Context: an optimization exercise on an open-source flow, tuned for small area. The choices shown serve that exercise and are no tape-out recipe.
Function was checked by simulation only, so behaviour that the tests miss may differ from the original.
Power figures rest on the tool's default switching activity, not on a simulated workload.

Setup of job 7947:
==> flow/design.v (excerpt) <==
module TopGlove (
    input clk,
    input rst,
    input [1:0] sw,
    input btn_up,
    input btn_down,
    input btn_left,
    input btn_center,
    output gyro_cs,
    output gyro_sclk,
    output gyro_mosi,
    input  gyro_miso,
    output reg [15:0] LED,
    input       master_rts,
    output      master_rx,
    input       master_tx,
    output      master_cts
);
    wire up_p, down_p, left_p, center_p;
    DebouncePulse db_up(.clk(clk), .in(btn_up), .out(up_p));
    DebouncePulse db_down(.clk(clk), .in(btn_down), .out(down_p));
    DebouncePulse db_left(.clk(clk), .in(btn_left), .out(left_p));
    DebouncePulse db_center(.clk(clk), .in(btn_center), .out(center_p));
    assign master_cts = 0;
    wire [15:0] data_x, data_y, data_z;
    wire valid, update;
    PmodGYRO pgyro0 (
        .rst   (rst),
        .clk   (clk),
        .cs    (gyro_cs),
        .sclk  (gyro_sclk),
        .mosi  (gyro_mosi),
        .miso  (gyro_miso),
        .data_x(data_x),
        .data_y(data_y),
        .data_z(data_z),
        .valid (valid),
        .update(update)
    );
    reg [2:0] buffer [0:3];
    reg [1:0] head, tail;
    reg       tb;       
    wire ready;
    wire pop = ready && !master_rts && head != tail;
    UART master (
        .rst  (rst),
        .clk  (clk),
        .pop  (pop),
        .code (buffer[head]),
        .ready(ready),
        .tx   (master_rx)
    );
    wire notfull = (tail == 2'd3) || (tail + 2'd1 != head);
    wire [4:0] g = tb ? data_z[15:11] : data_y[15:11];
    wire g_neg = g[4] & ~&g[3:0];    
    wire g_pos = ~g[4] & |g[3:1];    
    reg       push;
    reg [2:0] wcode;
    always @* begin
        push = 1'b1;
        if (left_p)        wcode = 3'd4;
        else if (center_p) wcode = 3'd5;
        else if (up_p)     wcode = 3'd6;
  ...
Settings: LEC_CHECK=0, CAP_MARGIN=20, CORE_MARGIN=2, CORE_UTILIZATION=40, CTS_BUF_LIST=sky130_fd_sc_hd__clkbuf_8, SLEW_MARGIN=20; clock period 10.0 ns.
standard.sh (not shown) runs the stock make flow with config.mk's settings and CLKGATE_MAP_FILE= SYNTH_SCRIPT=/design/flow/synth_recipe.tcl, a recipe that flattens the netlist after the stock synthesis.
==> flow/flow/run.sh <==
#!/bin/bash
# The standard layout, with three changes:
#  - synthesis maps logic with an area-oriented ABC script (flow/area.abc)
#    in place of ORFS's speed script; everything else in synthesis is as
#    standard.sh runs it;
#  - port buffers are sky130_fd_sc_hd__buf_1;
#  - the clock tree uses clkbuf_8 and no dummy loads.
set -euo pipefail
W=$(pwd)
sed "s#^  log_cmd abc {\*}\$abc_args#  set abc_args [lreplace \$abc_args 1 1 $W/flow/area.abc]\n  log_cmd abc {*}\$abc_args#" \
  "$FLOW_HOME/scripts/synth.tcl" > "$W/synth_area.tcl"
sed "s#source \$::env(SCRIPTS_DIR)/synth.tcl#source $W/synth_area.tcl#" synth_recipe.tcl > "$W/synth_recipe_area.tcl"
bash standard.sh "SYNTH_SCRIPT=$W/synth_recipe_area.tcl" \
  "BUFFER_PORTS_ARGS=-buffer_cell sky130_fd_sc_hd__buf_1" \
  "CTS_ARGS=-sink_clustering_enable -sink_buffer_max_cap_derate 1.0 -repair_clock_nets -dont_use_dummy_load -buf_list sky130_fd_sc_hd__clkbuf_8" \
  finish > standard.log 2>&1
==> flow/flow/area.abc <==
strash
dc2
dch -f
amap
topo
Job 7947: all stages complete, timing, DRC and antenna checks passed
Edits applied to the flow inputs when going from job 7947 to job 733:
--- a/flow/flow/run.sh
+++ b/flow/flow/run.sh
@@ -15 +15 @@
-  "CTS_ARGS=-sink_clustering_enable -sink_buffer_max_cap_derate 1.0 -repair_clock_nets -dont_use_dummy_load -buf_list sky130_fd_sc_hd__clkbuf_8" \
+  "CTS_ARGS=-sink_clustering_enable -sink_clustering_size 40 -sink_clustering_max_diameter 150 -sink_clustering_levels 1 -repair_clock_nets -dont_use_dummy_load -buf_list sky130_fd_sc_hd__clkbuf_8" \
[summary]
Job 733 -> job 7947: global routing met2 resource utilization delta 0, exact match
Re count of clock-buffer cells in the layout: no difference whatsoever between job 733 and job 7947.
Diff job 7947..job 733 | multi-input combinational gate total | unchanged
Largest vdd supply drop came out exactly the same in job 733 and job 7947.
Job 733 against job 7947: non-clock buffer count roughly the same; upper clock frequency limit roughly the same; XOR/XNOR share of the synthesized area roughly the same; final critical-path setup slack roughly the same.
--- input diff job 733..job 5211 ---
--- a/flow/flow/run.sh
+++ b/flow/flow/run.sh
@@ -15 +15 @@
-  "CTS_ARGS=-sink_clustering_enable -sink_clustering_size 40 -sink_clustering_max_diameter 150 -sink_clustering_levels 1 -repair_clock_nets -dont_use_dummy_load -buf_list sky130_fd_sc_hd__clkbuf_8" \
+  "CTS_ARGS=-sink_clustering_enable -sink_clustering_size 40 -sink_clustering_max_diameter 300 -repair_clock_nets -dont_use_dummy_load -buf_list sky130_fd_sc_hd__clkbuf_16" \
### Flow results
Total power per unit cell area went up by a little under 10% going from job 733 to job 5211. From job 733 to job 5211, post-detailed-placement cell area did not move at all. Comparing job 733 and job 5211, the higher portion of the layout cell area used by clock cells was measured on job 5211. Job 5211 ended up with a higher area growth from synthesis to final layout than job 733 did. Job 5211 ends up with a part of the power in the clock network that is 7.8 points higher than in job 733. On area fraction in compound gates after synthesis, job 5211 tracks job 733 almost exactly. Of job 733 and job 5211, job 733 shows the higher hold slack, with job 5211 below it. | via count | job 733 vs job 5211 | ≈ equal |. In job 5211 the total wire length after detailed routing turned out 55 um higher than in job 733. Final design instance area without fill of job 5211 exceeds that of job 733 by a few percent. For buffer share of cell area, job 5211 and job 733 come out practically identical.
Relative to job 5211, the following input files were edited for job 1654:
--- a/flow/flow/run.sh
+++ b/flow/flow/run.sh
@@ -15 +15 @@
-  "CTS_ARGS=-sink_clustering_enable -sink_clustering_size 40 -sink_clustering_max_diameter 300 -repair_clock_nets -dont_use_dummy_load -buf_list sky130_fd_sc_hd__clkbuf_16" \
+  "CTS_ARGS=-repair_clock_nets -dont_use_dummy_load -buf_list sky130_fd_sc_hd__clkbuf_8" \
--- outcome ---
The sequential cell power of job 1654 and that of job 5211 are within noise of each other.
There was hardly any difference in post-route fraction of the period consumed by the critical path between job 1654 and job 5211.
Job 5211 → job 1654: count of final hold-check violations level; stage delay of the slowest cell on the critical path held.
Job 5211 -> job 1654: via count flat
Diff job 5211 -> job 1654: power decreased about 11%, post-layout instance area decreased about 2.6%.
On fmax, job 5211 tracks job 1654 almost exactly.
Job 1654: time the final worst path needs with I/O delays and setup 0.012 ns below job 5211

## static timing again, ports no longer ideal
In the flow no input, the clock included, has a driving cell. The finished layouts below were timed again as built, in two steps. Step 1 assumes that a clkbuf_16 drives the clock port and a buf_2 every other input. Step 2 moves the port delays by t, midway between the first and last clock arrival at a register: inputs arrive t later, outputs are due t later. That takes back most of the time a late clock gives input paths. Three values: ideal, step 1, step 2; two values: the first two.
| run | t, ns | setup slack, ns | worst setup path at the end |
|---|---|---|---|
| job 7947 | 0.469 | 4.580 / 4.551 / 4.551 | input to output |
| job 733 | 0.469 | 4.580 / 4.551 / 4.551 | input to output |
| job 5211 | 0.453 | 4.568 / 4.540 / 4.540 | input to output |
| job 1654 | 0.469 | 4.580 / 4.551 / 4.551 | input to output |
After both steps every run listed still meets setup and hold.
